This is an optimization exercise on Yosys and OpenROAD, whose aim is small area and a short achievable clock period, not a production implementation.
The RTL was checked by simulation tests, not by an equivalence proof against the original design.

harbor:
Design intt4point, start of the top module:
module intt4point(
    input clk, rst,
    input [15:0] in0, in1, in2, in3,
    output [15:0] out0, out1, out2, out3
);
Size in the first run: roughly 1200 cells after synthesis, ~130 I/O pins.
Settings: LEC_CHECK=0, CAP_MARGIN=20, CORE_MARGIN=2, CORE_UTILIZATION=60, CTS_BUF_LIST=sky130_fd_sc_hd__clkbuf_8, SLEW_MARGIN=60; clock period 95.0 ns.
standard.sh (not shown) runs the stock make flow with config.mk's settings and CLKGATE_MAP_FILE= SYNTH_SCRIPT=/design/flow/synth_recipe.tcl, a recipe that flattens the netlist after the stock synthesis.
==> flow/flow/run.sh <==
#!/bin/bash
# Standard ORFS layout, with one extra step between synthesis and floorplan:
# flow/fixinv.py removes inverters between full adders by flipping the
# polarity of self-dual full-adder cells (registers and ports untouched).
# Port buffers are plain sky130 buf_2 cells instead of the delay buffer that
# buffer_ports picks by default; every input and output still gets its buffer.
set -euo pipefail
export BUFFER_PORTS_ARGS="-buffer_cell sky130_fd_sc_hd__buf_2"
cd "$(dirname "$0")/.."
R=orfs/results/${FLOW_PLATFORM:-sky130hd}/intt4point/base
bash standard.sh synth > synth.log 2>&1
cp $R/1_2_yosys.v 1_2_yosys.orig.v
python3 flow/fixinv.py 1_2_yosys.orig.v $R/1_2_yosys.v > fixinv.log 2>&1
rm -f $R/1_synth.odb $R/1_synth.sdc
bash standard.sh > layout.log 2>&1
Other scripts of this flow, unchanged in this note and not shown: flow/flow/fixinv.py
harbor finished every step from synthesis to the final layout, and the layout passed the timing, design-rule and antenna checks.
> inputs changed (harbor -> amber)
# harbor
export LEC_CHECK = 0
export CAP_MARGIN = 20
export CORE_MARGIN = 2
export CORE_UTILIZATION = 60
export CTS_BUF_LIST = sky130_fd_sc_hd__clkbuf_8
export SLEW_MARGIN = 60
create_clock -name core_clock -period 95.0 [get_ports {clk}]
# amber
export LEC_CHECK = 0
export CAP_MARGIN = 20
export CORE_MARGIN = 2
export CORE_UTILIZATION = 40
export SLEW_MARGIN = 60
create_clock -name core_clock -period 95.0 [get_ports {clk}]
-- flow/flow/run.sh --
<<< harbor, line 5
# Port buffers are plain sky130 buf_2 cells instead of the delay buffer that
# buffer_ports picks by default; every input and output still gets its buffer.
>>> amber, line 5
<<< harbor, line 8
export BUFFER_PORTS_ARGS="-buffer_cell sky130_fd_sc_hd__buf_2"
>>> amber, line 6
Results
amber completed end to end with timing, DRC and antenna clean. amber vs harbor: wire length of the first global-routing pass up by a few percent. [amber] fraction of area in multi-input gates fell 3.9 points relative to harbor. Between harbor and amber, global-route usage decreased. Per the comparison of amber with harbor, number of cells produced by synthesis about even.
The inputs of juniper differ from those of amber as listed below.
# amber
export LEC_CHECK = 0
export CAP_MARGIN = 20
export CORE_MARGIN = 2
export CORE_UTILIZATION = 40
export SLEW_MARGIN = 60
create_clock -name core_clock -period 95.0 [get_ports {clk}]
# juniper
export LEC_CHECK = 0
export CAP_MARGIN = 20
export CORE_MARGIN = 2
export CORE_UTILIZATION = 60
export SLEW_MARGIN = 60
create_clock -name core_clock -period 95.0 [get_ports {clk}]
-- flow/flow/run.sh --
<<< amber, line 5
>>> juniper, line 5
# Port buffers are plain sky130 buf_2 cells instead of the delay buffer that
# buffer_ports picks by default; every input and output still gets its buffer.
<<< amber, line 6
>>> juniper, line 8
export BUFFER_PORTS_ARGS="-buffer_cell sky130_fd_sc_hd__buf_2"
[summary]
Synthesized cell count: juniper vs amber, no meaningful difference
Relative to amber, fraction of layout instances using a drive strength above 1 increased by 8.1 points in juniper.
Side by side, via count turned out higher in juniper than in amber.
juniper vs. amber: maximum operating frequency grew by 2.1%; detail-routed via count per cell rose 0.43; post-route cell area down 4.5%.
[inputs] sierra vs juniper
# juniper
export LEC_CHECK = 0
export CAP_MARGIN = 20
export CORE_MARGIN = 2
export CORE_UTILIZATION = 60
export SLEW_MARGIN = 60
create_clock -name core_clock -period 95.0 [get_ports {clk}]
# sierra
export LEC_CHECK = 0
export CAP_MARGIN = 20
export CORE_MARGIN = 2
export CORE_UTILIZATION = 40
export SLEW_MARGIN = 90
create_clock -name core_clock -period 95.0 [get_ports {clk}]
-- flow/flow/run.sh --
<<< juniper, line 5
# Port buffers are plain sky130 buf_2 cells instead of the delay buffer that
# buffer_ports picks by default; every input and output still gets its buffer.
>>> sierra, line 5
<<< juniper, line 8
export BUFFER_PORTS_ARGS="-buffer_cell sky130_fd_sc_hd__buf_2"
>>> sierra, line 6
==> comparison <==
Area growth from synthesis to final layout ended up 95 points higher on sierra than on juniper.
Routed wire in sierra totals more than in juniper.
In sierra the final cell count turned out 943 higher than in juniper.
Going from juniper to sierra, chip height grows by 22%.
Ratio of final minimum period to clock period, juniper and sierra: smaller value in juniper
The termination of the worst setup path comes out out3[7] in one run and out3[0] in the other, namely in juniper and sierra respectively.

==> re-timing with driven ports <==
No port has a modelled driver above. Below, the same layouts with a new extraction and two added sets of constraints.
Step 1 assumes that a clkbuf_16 drives the clock port and a buf_2 every other input.
Step 2 also shifts input and output timing later by t, the mid clock arrival at the registers, as if the neighbouring blocks saw the same clock.
Slacks: ideal ports / drivers / drivers and shift; pairs: ideal ports / drivers.
run	t, ns	setup WS [ns]	worst setup path after step 2	worst slew at a driven data input, ns
harbor	0.387	67.547 / 67.515 / 67.902	register to output	0.04
amber	0.359	67.012 / 66.971 / 67.330	register to output	0.04
juniper	0.366	67.575 / 67.538 / 67.904	register to output	0.04
sierra	0.388	17.919 / 17.874 / 18.262	register to output	0.06
After both steps every run listed still meets setup and hold.
